What follows belongs to an exercise in optimizing a design on an open flow for small area and a short achievable clock period; a production flow would make more cautious choices.
In this exercise RTL edits were held to simulation tests only and were not proved equivalent to the original.
No activity file was given, so power comes from the tool's default toggle rates.

## v6
==> flow/design.v (excerpt) <==
module DCPU(
  input  wire       CLK,
  input  wire       RST,
  input  wire       EN,
  input  wire       Start,
  output wire[7:0]  InstMemAddr,
  input  wire[15:0] Inst,
  output wire[7:0]  DataMemAddr,
  input  wire[15:0] DataIn,
  output wire       DataMemWE,
  output wire[15:0] DataOut
);
  localparam [4:0] NOP  = 5'b00000, HALT = 5'b00001, LOAD = 5'b00010,
                   STORE= 5'b00011, CMP  = 5'b00100, BE   = 5'b00101,
                   JUMP = 5'b00110, JMPR = 5'b00111, BZ   = 5'b01000,
                   BNZ  = 5'b01001, BN   = 5'b01010, BNN  = 5'b01011,
                   BC   = 5'b01100, BNC  = 5'b01101, BB   = 5'b01110,
                   BS   = 5'b01111, ADD  = 5'b10000, ADDI = 5'b10001,
                   ADDC = 5'b10010, SUB  = 5'b10011, SUBI = 5'b10100,
                   SUBB = 5'b10101, INC  = 5'b10110, LDIL = 5'b10111,
                   LDIH = 5'b11000, XOR  = 5'b11001, AND  = 5'b11010,
                   OR   = 5'b11011, SLL  = 5'b11100, SLA  = 5'b11101,
  ...
Settings: LEC_CHECK=0, ABC_AREA=1, CAP_MARGIN=20, CORE_MARGIN=2, CORE_UTILIZATION=40, SETUP_SLACK_MARGIN=2.7, SLEW_MARGIN=20, TNS_END_PERCENT=0; clock period 5.0 ns.
run.sh (not shown) runs the stock make flow with config.mk's settings and CLKGATE_MAP_FILE= SYNTH_SCRIPT=/design/flow/synth_recipe.tcl, a recipe that flattens the netlist after the stock synthesis.
In summary, v6 completed successfully, with a layout that passed the timing, DRC and antenna checks.
What v7 does differently from v6 at the input level:
- TNS_END_PERCENT no longer set, was 0
- CAP_MARGIN now 0, was 20
- SLEW_MARGIN now 0, was 20
- SETUP_SLACK_MARGIN now 2.5, was 2.7
==> run summary <==
Summary: with v6 as the reference, wire length in v7 moved down slightly. Against v6, v7 comes in 0.7 points higher on clock network fraction of total power. v7: no failed stages, no open violations at the end. Clock period minus final worst setup slack: v7 vs v6 up 20 ps. Number of buffers inserted to repair setup after CTS (v7 over v6): increase, about 30%. On v7: met3 demand-to-capacity share in global routing is 1.0 points lower than what v6 gave. [v7] worst slack on hold paths rose 16 ps relative to v6. v7 vs. v6: static power due to leakage increased about 0.8%, relative area change from synthesis to final layout decreased 0.38 points, final total power decreased about 0.8%.

---

## build 55
DCPU, a different RTL version from the one above (not shown whole).
Size in the first run: ~2500 cells after synthesis, about 310 flip-flops, ~69 I/O pins, roughly 0.018 mm^2 of cells after synthesis.
export LEC_CHECK = 0
export ABC_AREA = 1
export CAP_MARGIN = 20
export CORE_MARGIN = 2
export CORE_UTILIZATION = 50
export SETUP_SLACK_MARGIN = 2.6
export SLEW_MARGIN = 20
create_clock -name core_clock -period 5.0 [get_ports {CLK}]
The final layout from build 55, which completed every stage, passed the timing, DRC and antenna checks at the end of the flow.
Relative to build 55, the following input files were edited for build 8:
Settings: CORE_UTILIZATION now 40, was 50; SETUP_SLACK_MARGIN now 2.8, was 2.6.
[summary]
- Sort build 55 and build 8 by layout overhead on the synthesized area, ascending, and build 55 comes first.
- The overall track demand over capacity in global routing in build 8 sits 5.0 points below the value recorded for build 55.
- Total of cells resized after clock tree synthesis, build 8 vs build 55: up by more than 100%
Input-level comparison between build 81 and build 8:
Settings: SETUP_SLACK_MARGIN now 2.7, was 2.8.
## What came out
Going from build 8 to build 81, multi-input combinational area share saw an increase; number of antenna violations at the first check in global routing saw an increase; number of detailed-route iterations in the first pass saw an increase. Build 81 vs build 8 — net switching power rose 0.00019 W. Build 8 has a higher layout-stage area growth over the synthesis result than build 81. Number of instances in the placed design delta (build 8 -> build 81): insignificant.
Input-level comparison between build 25 and build 81:
Settings: SETUP_SLACK_MARGIN now 2.6, was 2.7; PLACE_DENSITY now 0.75, previously not set.
[summary]
Via count: build 25 better than build 81. Build 25 does better than build 81 on area of all placed cells without fillers. On largest vdd supply drop: build 25 sits above build 81. Compared with build 81, build 25 shows a lower time the final worst path needs with I/O delays and setup.
For build 14, these inputs were changed with respect to build 25:
Settings: putting TNS_END_PERCENT at 50 where nothing was set; clearing PLACE_DENSITY, which used to be 0.75.
==> run summary <==
Build 14 ends up with lower internal power consumption than build 25 does.
Build 14 vs build 25: placed cell area up slightly
Compared with build 25, build 14 shows via density per instance that has gone down by a few percent.
In the metrics for build 25 and build 14, the one carrying the higher routed metal-1 wire length is build 14.
| multi-input combinational cell area | build 14 vs build 25 | 1.6% lower |
Changes in build 53 relative to build 14:
Settings: SETUP_SLACK_MARGIN: 2.6 -> 2.4; TNS_END_PERCENT: 50 -> unset.
[summary]
Build 53 against build 14: signal arrival time at the worst endpoint has increased; clock buffer count has remained practically unchanged; aggregate routed wire length has decreased; sum of met2 wire segment lengths after detailed routing has decreased.
Looking at via count of the routed design across build 14 and build 53, the one that comes out higher is build 14.
Relative to build 14, proportion of layout cells with a drive suffix above 1 has decreased by 4.3 points in build 53.
For the sum of met3 wire segment lengths after detailed routing, build 53 came in 5.8% lower than build 14 did.
Diff build 14 -> build 53: fraction of the mapped netlist area in compound gates essentially unchanged, design area decreased about 3.6%, static leakage decreased 0.37 nW.

afterwards: timing with drivers on the ports:
The results above use ideal ports. As a check the final layouts listed here were re-extracted and re-timed, cells and wires unchanged.
Step 1, drivers: a clkbuf_16 drives CLK and a buf_2 each remaining input, both assumed.
Step 2, shift: input delay + t, output delay - t, t = (earliest + latest rising clock arrival at the registers) / 2. This alone moves slack from input paths to output paths.
a / b / c = no drivers / after step 1 / after step 2; a / b = the first two.
| run | t (ns) | setup WS [ns] | worst register clock-pin slew, ns |
|---|---|---|---|
| v6 | 0.570 | 2.463 / 2.408 / 1.939 | 0.06 / 0.06 |
| v7 | 0.587 | 2.443 / 2.443 / 2.027 | 0.07 / 0.07 |
| build 55 | 0.603 | 2.623 / 2.612 / 2.193 | 0.06 / 0.06 |
| build 8 | 0.587 | 2.558 / 2.558 / 2.271 | 0.07 / 0.07 |
| build 81 | 0.585 | 2.502 / 2.502 / 2.121 | 0.07 / 0.07 |
| build 25 | 0.623 | 2.597 / 2.564 / 2.085 | 0.07 / 0.07 |
| build 14 | 0.583 | 2.466 / 2.411 / 2.259 | 0.07 / 0.07 |
| build 53 | 0.584 | 2.443 / 2.390 / 1.995 | 0.07 / 0.07 |
After both steps every run listed still meets setup and hold. For v6, which loses most, drivers alone change the setup slack by -0.055 ns; drivers and shift together by -0.524 ns.
